Source: an optimization exercise on an open RTL-to-GDS flow (aim: a short achievable clock period and few clock cycles). Production flows keep margins and buffers that such runs may drop. Only simulation tests tie the RTL to the original design; equivalence was not proved. Power and IR drop assume default switching activity.

==> trial 73 <==
==> flow/design.v <==
module cpu(
	output wire [6:0] rom_addr,
	input  wire [7:0] rom_data,
	output wire [7:0] mem_addr,
	output wire [7:0] mem_wdata,
	output wire       mem_we,
	input  wire [7:0] mem_rdata,
	input  wire       clk, reset
	);
	localparam [7:0] LDA_IMM = 8'h86, LDA_DIR = 8'h87, LDB_IMM = 8'h88, LDB_DIR = 8'h89,
	                 STA_DIR = 8'h96, STB_DIR = 8'h97,
	                 ADD_AB = 8'h42, SUB_AB = 8'h43, AND_AB = 8'h44, OR_AB = 8'h45,
	                 INCA = 8'h46, INCB = 8'h47, DECA = 8'h48, DECB = 8'h49,
	                 XOR_AB = 8'h4A, NOTA = 8'h4B, NOTB = 8'h4C, BRA = 8'h20;
	localparam [2:0] K_LDI = 3'd0, K_LDD = 3'd1, K_ST = 3'd2, K_BR = 3'd3;
	reg [6:0] fa;         
	reg [6:0] fa_save;    
	reg       rv;         
	reg       lw;         
	reg       rl;         
	reg       rlb;        
	reg       opnd;       
	reg [2:0] pk;         
	reg       pb;         
	reg [3:0] pc;         
	reg [7:0] A, B;
	reg       N, Z, V, C;
	reg [7:0] ib;
	reg       ev;
	reg       e_add, e_sub, e_and, e_or, e_xor, e_inca, e_deca, e_nota,
	          e_incb, e_decb, e_notb;
	reg       e_ldi, e_ldm, e_st, e_b;
	assign rom_addr = fa;
	wire [7:0] b = rom_data;
	reg taken;
	always @(*) begin
		case (pc)
			4'h0: taken = 1'b1;
			4'h1: taken = N;
			4'h2: taken = !N;
			4'h3: taken = Z;
			4'h4: taken = !Z;
			4'h5: taken = V;
			4'h6: taken = !V;
			4'h7: taken = C;
			4'h8: taken = !C;
			default: taken = 1'b0;
		endcase
	end
	wire is_opc   = rv && !opnd;
	wire is_opd   = rv && opnd;
	wire br_take  = is_opd && pk == K_BR && taken;
	wire rom_load = is_opd && pk == K_LDD && !b[7];
	wire o_ldi = b == LDA_IMM || b == LDB_IMM;
	wire o_ldd = b == LDA_DIR || b == LDB_DIR;
	wire o_st  = b == STA_DIR || b == STB_DIR;
	wire o_br  = b[7:4] == 4'h2 && b[3:0] <= 4'h8;
	wire o_two = o_ldi || o_ldd || o_st || o_br;
	always @(posedge clk or negedge reset) begin
		if (!reset) begin
			fa <= 7'd0; fa_save <= 7'd0;
			rv <= 1'b0; lw <= 1'b0; rl <= 1'b0; rlb <= 1'b0;
			opnd <= 1'b0; pk <= 3'd0; pb <= 1'b0; pc <= 4'd0;
		end else begin
			if (br_take || rom_load)
				fa <= b[6:0];
			else if (lw)
				fa <= fa_save;
			else
				fa <= fa + 7'd1;
			if (rom_load)
				fa_save <= fa + 7'd1;
			rv <= !br_take && !lw;
			lw <= rom_load;
			rl <= lw;
			if (rom_load) rlb <= pb;
			if (is_opc) begin
				opnd <= o_two;
				pk   <= o_ldi ? K_LDI : o_ldd ? K_LDD : o_st ? K_ST : K_BR;
				pb   <= o_st ? b[0] : b[3];
				pc   <= b[3:0];
			end else if (is_opd) begin
				opnd <= 1'b0;
			end
		end
	end
	always @(posedge clk or negedge reset) begin
		if (!reset) begin
			ib <= 8'd0; ev <= 1'b0;
			{e_add, e_sub, e_and, e_or, e_xor, e_inca, e_deca, e_nota,
			 e_incb, e_decb, e_notb} <= 11'd0;
			{e_ldi, e_ldm, e_st, e_b} <= 4'd0;
		end else if (rv) begin
			ib <= b;
			ev <= 1'b1;
			e_add  <= is_opc && b == ADD_AB;
			e_sub  <= is_opc && b == SUB_AB;
			e_and  <= is_opc && b == AND_AB;
			e_or   <= is_opc && b == OR_AB;
			e_xor  <= is_opc && b == XOR_AB;
			e_inca <= is_opc && b == INCA;
			e_deca <= is_opc && b == DECA;
			e_nota <= is_opc && b == NOTA;
			e_incb <= is_opc && b == INCB;
			e_decb <= is_opc && b == DECB;
			e_notb <= is_opc && b == NOTB;
			e_ldi  <= is_opd && pk == K_LDI;
			e_ldm  <= is_opd && pk == K_LDD && b[7];
			e_st   <= is_opd && pk == K_ST;
			e_b    <= pb;
		end else if (!rl) begin
			ev <= 1'b0;
		end
	end
	wire x = ev && !rl;    
	assign mem_addr  = ib;
	assign mem_wdata = e_b ? B : A;
	assign mem_we    = x && e_st;
	wire [8:0] add_s  = {1'b0, B} + {1'b0, A};
	wire [7:0] sub_r  = A - B;
	wire       b_nz   = |B;
	wire [7:0] negb   = 8'd0 - B;
	wire       sub_c  = (A >= B) && b_nz;
	wire       sub_v  = (negb[7] == A[7]) && (sub_r[7] != A[7]);
	wire       add_v  = (B[7] == A[7]) && (add_s[7] != A[7]);
	wire [7:0] incb_r = B + 8'd1;
	wire [7:0] decb_r = B - 8'd1;
	reg [7:0] a_n, b_n;
	reg       a_w, b_w, f_w;
	reg [7:0] f_r;      
	reg       v_n, c_n;
	always @(*) begin
		a_n = A; b_n = B; a_w = 1'b0; b_w = 1'b0; f_w = 1'b0;
		f_r = 8'd0; v_n = 1'b0; c_n = 1'b0;
		if (rl) begin
			if (rlb) begin b_n = b; b_w = 1'b1; end
			else     begin a_n = b; a_w = 1'b1; end
		end else if (ev) begin
			if (e_add) begin
				a_n = add_s[7:0]; a_w = 1'b1; f_w = 1'b1; f_r = add_s[7:0];
				v_n = add_v; c_n = add_s[8];
			end
			if (e_sub) begin
				a_n = sub_r; a_w = 1'b1; b_n = negb; b_w = 1'b1; f_w = 1'b1; f_r = sub_r;
				v_n = sub_v; c_n = sub_c;
			end
			if (e_and) begin
				a_n = A & B; a_w = 1'b1; f_w = 1'b1; f_r = A & B;
			end
			if (e_or) begin
				a_n = A | B; a_w = 1'b1; f_w = 1'b1; f_r = A | B;
			end
			if (e_xor) begin
				a_n = A ^ B; a_w = 1'b1; f_w = 1'b1; f_r = A ^ B;
			end
			if (e_inca) begin
				a_n = A + 8'd1; a_w = 1'b1; b_n = A; b_w = 1'b1;
			end
			if (e_deca) begin
				a_n = A - 8'd1; a_w = 1'b1; b_n = A; b_w = 1'b1;
			end
			if (e_nota) begin
				a_n = ~A; a_w = 1'b1; b_n = A; b_w = 1'b1; f_w = 1'b1; f_r = ~A;
			end
			if (e_incb) begin
				b_n = incb_r; b_w = 1'b1; f_w = 1'b1; f_r = incb_r;
				v_n = !B[7] && incb_r[7]; c_n = B == 8'hFF;
			end
			if (e_decb) begin
				b_n = decb_r; b_w = 1'b1; f_w = 1'b1; f_r = decb_r;
				v_n = B[7] && !decb_r[7]; c_n = B == 8'h00;
			end
			if (e_notb) begin
				b_n = ~B; b_w = 1'b1; f_w = 1'b1; f_r = ~B;
			end
			if (e_ldi) begin
				if (e_b) begin b_n = ib; b_w = 1'b1; end
				else     begin a_n = ib; a_w = 1'b1; end
			end
			if (e_ldm) begin
				if (e_b) begin b_n = mem_rdata; b_w = 1'b1; end
				else     begin a_n = mem_rdata; a_w = 1'b1; end
			end
		end
	end
	always @(posedge clk or negedge reset) begin
		if (!reset) begin
			A <= 8'd0; B <= 8'd0;
			N <= 1'b0; Z <= 1'b0; V <= 1'b0; C <= 1'b0;
		end else begin
			if (a_w) A <= a_n;
			if (b_w) B <= b_n;
			if (f_w) begin
				N <= f_r[7]; Z <= f_r == 8'd0; V <= v_n; C <= c_n;
			end
		end
	end
endmodule
module port_out8_sync(
	output reg [127:0] port_out,
	input  wire [7:0]  address,
	input  wire [7:0]  data_in,
	input  wire        write, clk, reset
	);
	integer i;
	always @(posedge clk or negedge reset) begin
		if (!reset)
			port_out <= 128'd0;
		else if (write && address[7:4] == 4'hE)
			for (i = 0; i < 16; i = i + 1)
				if (address[3:0] == i)
					port_out[8*i +: 8] <= data_in;
	end
endmodule
module rw_96x8_sync(
	output wire [7:0] data_out,
	input  wire [7:0] address,
	input  wire       WE,
	input  wire [7:0] data_in,
	input  wire       clk
	);
	reg [7:0] RW [0:95];
	always @(posedge clk)
		if (WE && address[7] && address[6:0] < 7'd96)
			RW[address[6:0]] <= data_in;
	assign data_out = RW[address[6:0]];
endmodule
module memory(
	output wire [127:0] port_out,
	output reg  [7:0]   data_out,
	input  wire [127:0] port_in,
	input  wire [7:0]   address,
	input  wire [7:0]   data_in,
	input  wire         write, clk, reset
	);
	wire [7:0] rw_data_out;
	always @(*) begin
		if (address[7:4] == 4'hF)
			data_out = port_in[8*address[3:0] +: 8];
		else
			data_out = rw_data_out;
	end
	port_out8_sync port_out_sync(
		.port_out(port_out),
		.address(address),
		.data_in(data_in),
		.write(write),
		.clk(clk),
		.reset(reset)
	);
	rw_96x8_sync rw_sync(
		.data_out(rw_data_out),
		.address(address),
		.WE(write),
		.data_in(data_in),
		.clk(clk)
	);
endmodule
module computer(
	output wire [7:0] port_out_00,
	output wire [7:0] port_out_01,
	output wire [7:0] port_out_02,
	output wire [7:0] port_out_03,
	output wire [7:0] port_out_04,
	output wire [7:0] port_out_05,
	output wire [7:0] port_out_06,
	output wire [7:0] port_out_07,
	output wire [7:0] port_out_08,
	output wire [7:0] port_out_09,
	output wire [7:0] port_out_10,
	output wire [7:0] port_out_11,
	output wire [7:0] port_out_12,
	output wire [7:0] port_out_13,
	output wire [7:0] port_out_14,
	output wire [7:0] port_out_15,
	input wire [7:0] port_in_00,
	input wire [7:0] port_in_01,
	input wire [7:0] port_in_02,
	input wire [7:0] port_in_03,
	input wire [7:0] port_in_04,
	input wire [7:0] port_in_05,
	input wire [7:0] port_in_06,
	input wire [7:0] port_in_07,
	input wire [7:0] port_in_08,
	input wire [7:0] port_in_09,
	input wire [7:0] port_in_10,
	input wire [7:0] port_in_11,
	input wire [7:0] port_in_12,
	input wire [7:0] port_in_13,
	input wire [7:0] port_in_14,
	input wire [7:0] port_in_15,
	output wire [6:0] rom_addr,
	input wire [7:0] rom_data,
	input wire clk, reset
	);
	wire [7:0] address, to_memory, from_memory;
	wire write;
	wire [127:0] port_out, port_in;
	assign port_out_00 = port_out[7:0];
	assign port_out_01 = port_out[15:8];
	assign port_out_02 = port_out[23:16];
	assign port_out_03 = port_out[31:24];
	assign port_out_04 = port_out[39:32];
	assign port_out_05 = port_out[47:40];
	assign port_out_06 = port_out[55:48];
	assign port_out_07 = port_out[63:56];
	assign port_out_08 = port_out[71:64];
	assign port_out_09 = port_out[79:72];
	assign port_out_10 = port_out[87:80];
	assign port_out_11 = port_out[95:88];
	assign port_out_12 = port_out[103:96];
	assign port_out_13 = port_out[111:104];
	assign port_out_14 = port_out[119:112];
	assign port_out_15 = port_out[127:120];
	assign port_in = {port_in_15, port_in_14, port_in_13, port_in_12, port_in_11, port_in_10, port_in_09, port_in_08, port_in_07, port_in_06, port_in_05, port_in_04, port_in_03, port_in_02, port_in_01, port_in_00};
	cpu cpu_1(
		.rom_addr(rom_addr),
		.rom_data(rom_data),
		.mem_addr(address),
		.mem_wdata(to_memory),
		.mem_we(write),
		.mem_rdata(from_memory),
		.clk(clk),
		.reset(reset)
	);
	memory memory_1(
		.port_out(port_out),
		.data_out(from_memory),
		.port_in(port_in),
		.address(address),
		.data_in(to_memory),
		.write(write),
		.clk(clk),
		.reset(reset)
	);
endmodule
==> flow/run.sh <==
#!/bin/bash
# synth_recipe.tcl (not shown) runs the flow's synth.tcl, then flattens the netlist and writes it again
# the make line also repeats each setting of config.mk as NAME=value (left out here)
make -C /OpenROAD-flow-scripts/flow DESIGN_CONFIG=/design/flow/config.mk WORK_HOME=/design/flow/orfs CLKGATE_MAP_FILE= SYNTH_SCRIPT=/design/flow/synth_recipe.tcl finish
==> flow/config.mk <==
export PLATFORM = sky130hd
export DESIGN_NAME = computer
export DESIGN_NICKNAME = computer
export VERILOG_FILES = /design/flow/design.v
export SDC_FILE = /design/flow/constraint.sdc
export NUM_CORES = 4
export LEC_CHECK = 0
export CAP_MARGIN = 20
export CORE_MARGIN = 2
export CORE_UTILIZATION = 40
export SLEW_MARGIN = 20
==> flow/constraint.sdc <==
create_clock -name core_clock -period 8.0 [get_ports {clk}]
set_input_delay 1.6000 -clock core_clock [delete_from_list [all_inputs] [get_ports {clk}]]
set_output_delay 1.6000 -clock core_clock [all_outputs]
set_load 0.01 [all_outputs]
==> inputs of trial 11, as changes to trial 73 <==
ABC_CLOCK_PERIOD_IN_PS = 2500   (was unset)
SETUP_SLACK_MARGIN = 5   (was unset)
==> run summary <==
In sequential cell count, trial 11 and trial 73 do not differ.
Against trial 11, the clock skew of trial 73 is higher by 0.0088 ns.
Register-to-register slack: trial 11 is higher than trial 73 (1.1 ns).
Synthesized cell count is the same in trial 73 and trial 11.
Against trial 11, the sequential share of layout area of trial 73 is higher by 3.9 points.
Between trial 73 and trial 11, the lower cell count is in trial 73 (gap 3.2%, measured against trial 11).
Against trial 73, the sequential power of trial 11 is lower by about 1%.
Between trial 11 and trial 73, the lower power is in trial 73 (gap about 6%, measured against trial 73).
Combinational power: trial 73 is smaller than trial 11 (24%).
In trial 73 the via count is lower than in trial 11, by about 6%.
In trial 73 the worst hold slack is lower than in trial 11, by 0.011 ns.
==> figures <==
	trial 11	trial 73
Outcome	finished clean	finished clean
Area of all sequential standard cells	28100 sq um	28000 sq um
Total global routing track utilization	23.4%	21.3%
Register-to-register path setup slack	4.80 ns	3.68 ns
Post-route insts no fill	4511	4367
Layout clock buffer count	121	126
Initial antenna violation count	0	1
Worst hold path depth	2	1
Number of global-route vias before repair	26900	25600
ANT cells	0	1
Clock buffer count from CTS	99	98
Post-route clock skew	0.0312 ns	0.0401 ns
Data required time of the worst path	8.54 ns	8.57 ns
Fillcell total	8462	8834
Non-CTS buffers	465	321
Net count of the finished layout	3225	3080
Wire length of the first global-routing pass	186000 um	171000 um
Clock group power	4.57 mW	4.51 mW
Via total after detailed routing	26900	25300
Clk network pwr share	32.5%	34.0%
Clk cell area share	6.04%	6.47%
Capturing point of the worst reg2reg path	cpu_1.A[3]	cpu_1.A[5]
Maximum vdd ir drop	0.280 mV	0.170 mV
Testbench counts of trial 73, summed over its fixed seeds: cycles 60,028.
Testbench counts of trial 11, summed over its fixed seeds: cycles 60,028.

what the ideal ports hide:
The results above use ideal ports. As a check the final layouts listed here were re-extracted and re-timed, cells and wires unchanged. Step 1 (the two cells are an assumption about what drives the block):
set clk [get_ports {clk}]
set_driving_cell -lib_cell sky130_fd_sc_hd__clkbuf_16 $clk
set_driving_cell -lib_cell sky130_fd_sc_hd__buf_2 [delete_from_list [all_inputs] $clk]
Step 2, shift: input delay + t, output delay - t, t = (earliest + latest rising clock arrival at the registers) / 2. This alone moves slack from input paths to output paths. Three values: no drivers, after step 1, after step 2; two values: the first two.
run | t, ns | slack for setup (ns) | worst hold slack (ns) | worst setup path after step 2
trial 73 | 0.740 | 3.684 / 3.684 / 3.684 | 0.474 / 0.474 / 0.474 | register to register
trial 11 | 0.737 | 4.795 / 4.795 / 4.177 | 0.485 / 0.485 / 0.485 | input to register
After both steps setup and hold are still met in every run listed. For trial 11, which loses most, drivers alone change the setup slack by 0.000 ns; drivers and shift together by -0.618 ns.
